Source: an optimization exercise on an open RTL-to-GDS flow (aim: small area, a short achievable clock period and few clock cycles). Production flows keep margins and buffers that such runs may drop. Power and IR drop assume default switching activity.

## tundra
==> flow/design.v (excerpt) <==
module FemtoRV32(
   input         clk,
   output [31:0] mem_addr,   
   output [31:0] mem_wdata,  
   output [3:0]  mem_wmask,  
   input  [31:0] mem_rdata,  
   output        mem_rstrb,  
   input         mem_rbusy,  
   input         mem_wbusy,  
   input         reset       
);
   wire stall = mem_rbusy | mem_wbusy;
   reg [31:0] B_addr;
   reg [31:0] B_wdata;
   reg [3:0]  B_wmask;
   reg        B_rd;          
   reg        B_fetch;       
   reg        pend;          
   reg        D_valid;       
   reg [31:0] PC_D;          
   reg        E_valid;
   reg [31:0] E_rs1;         
   reg [31:0] E_op2;         
   reg [31:0] E_aux;         
   reg [4:0]  E_rd;
   reg [4:0]  E_rs1id;       
   reg [4:0]  E_rs2id;
   reg [2:0]  E_f3;
   reg        E_wr;          
   reg        E_isLoad, E_isStore, E_isBranch, E_isJALR, E_pred;
   reg        E_sub, E_arith;
   reg        E_selAdd, E_selSlt, E_selSltu, E_selXor, E_selOr, E_selAnd;
   reg        E_selShift, E_selAux, E_selCyc;
   reg        M_valid;       
   reg        M_isLoad;
   reg        M_wr;
   reg [4:0]  M_rd;
   reg [2:0]  M_f3;
   reg [1:0]  M_a;
   reg        W_valid;       
   reg        W_wr;
   reg [4:0]  W_rd;
   reg [2:0]  W_f3;
   reg [1:0]  W_a;
   reg [31:0] cycles;
   assign mem_addr  = B_addr;
   assign mem_wdata = B_wdata;
   assign mem_wmask = stall ? 4'b0000 : B_wmask;
   assign mem_rstrb = B_rd & !stall;
   reg [31:0] registerFile [1:31];
   wire        rf_we;
   wire [4:0]  rf_wa;
   wire [31:0] rf_wd;
   always @(posedge clk) begin
      if (rf_we)
         registerFile[rf_wa] <= rf_wd;
   end
   wire [31:0] I = mem_rdata;
   wire [4:0] D_rs1 = I[19:15];
   wire [4:0] D_rs2 = I[24:20];
   wire [4:0] D_rd  = I[11:7];
   wire [2:0] D_f3  = I[14:12];
   wire D_isLoad   = (I[6:2] == 5'b00000);
   wire D_isALUimm = (I[6:2] == 5'b00100);
   wire D_isAUIPC  = (I[6:2] == 5'b00101);
   wire D_isStore  = (I[6:2] == 5'b01000);
   wire D_isALUreg = (I[6:2] == 5'b01100);
   wire D_isLUI    = (I[6:2] == 5'b01101);
   wire D_isBranch = (I[6:2] == 5'b11000);
   wire D_isJALR   = (I[6:2] == 5'b11001);
   wire D_isJAL    = (I[6:2] == 5'b11011);
   wire D_isSYSTEM = (I[6:2] == 5'b11100);
   wire [31:0] Iimm = {{21{I[31]}}, I[30:20]};
  ...
Size in the first run: about 110 I/O pins.
==> flow/config.mk <==
export PLATFORM = sky130hd
export DESIGN_NAME = FemtoRV32
export DESIGN_NICKNAME = FemtoRV32
export VERILOG_FILES = /design/flow/design.v
export SDC_FILE = /design/flow/constraint.sdc
export NUM_CORES = 4
export LEC_CHECK = 0
export CAP_MARGIN = 20
export CORE_MARGIN = 2
export CORE_UTILIZATION = 30
export PLACE_DENSITY = 0.5
export SETUP_SLACK_MARGIN = 4
export SLEW_MARGIN = 20
==> flow/constraint.sdc <==
create_clock -name core_clock -period 10.0 [get_ports {clk}]
set_input_delay 2.0000 -clock core_clock [delete_from_list [all_inputs] [get_ports {clk}]]
set_output_delay 2.0000 -clock core_clock [all_outputs]
set_load 0.01 [all_outputs]
run.sh (not shown) runs the stock make flow with config.mk's settings and CLKGATE_MAP_FILE= SYNTH_SCRIPT=/design/flow/synth_recipe.tcl, a recipe that flattens the netlist after the stock synthesis.
Input-level comparison between maple and tundra:
--- a/flow/config.mk
+++ b/flow/config.mk
@@ -11,3 +11,3 @@
 export PLACE_DENSITY = 0.5
-export SETUP_SLACK_MARGIN = 4
+export SETUP_SLACK_MARGIN = 5
 export SLEW_MARGIN = 20
[summary]
| maple | all stages done | FAIL | capacitance limit, slew limit |. tundra closes out successfully: all stages finished, all timing, DRC and antenna checks passed. tundra -> maple: via count of the first global-routing pass increased by a few percent. The data arrival time at the worst-slack endpoint in maple sits 1.02 ns below the value recorded for tundra. tundra → maple: layout-stage area growth over the synthesis result +4.6 points; critical path depth +10; clock power ~0 delta; power share of the clock group -0.5 points. Relative to tundra, the clock latency on the worst-skew pair of maple is higher by 0.02 ns. Total power of the final layout: lower on tundra.
No functional check of the RTL was part of any run of this note.

==> static timing again, ports no longer ideal <==
No port has a modelled driver above. Below, the same layouts with a new extraction and two added sets of constraints. Step 1 assumes that a clkbuf_16 drives the clock port and a buf_2 every other input. Step 2, shift: input delay + t, output delay - t, t = (earliest + latest rising clock arrival at the registers) / 2. This alone moves slack from input paths to output paths. Three values: no drivers, after step 1, after step 2; two values: the first two.
run	t (ns)	setup slack, ns	hold WS [ns]	worst setup path after step 2	slew at the worst register clock pin (ns)
tundra	0.908	3.598 / 3.524 / 2.616	0.421 / 0.421 / 0.421	input to register	0.07 / 0.07
maple	0.914	4.772 / 4.772 / 3.873	0.423 / 0.423 / 0.423	input to register	0.08 / 0.08
The setup slack of tundra, which loses most, moves by -0.074 ns with the drivers and by -0.982 ns with both steps.
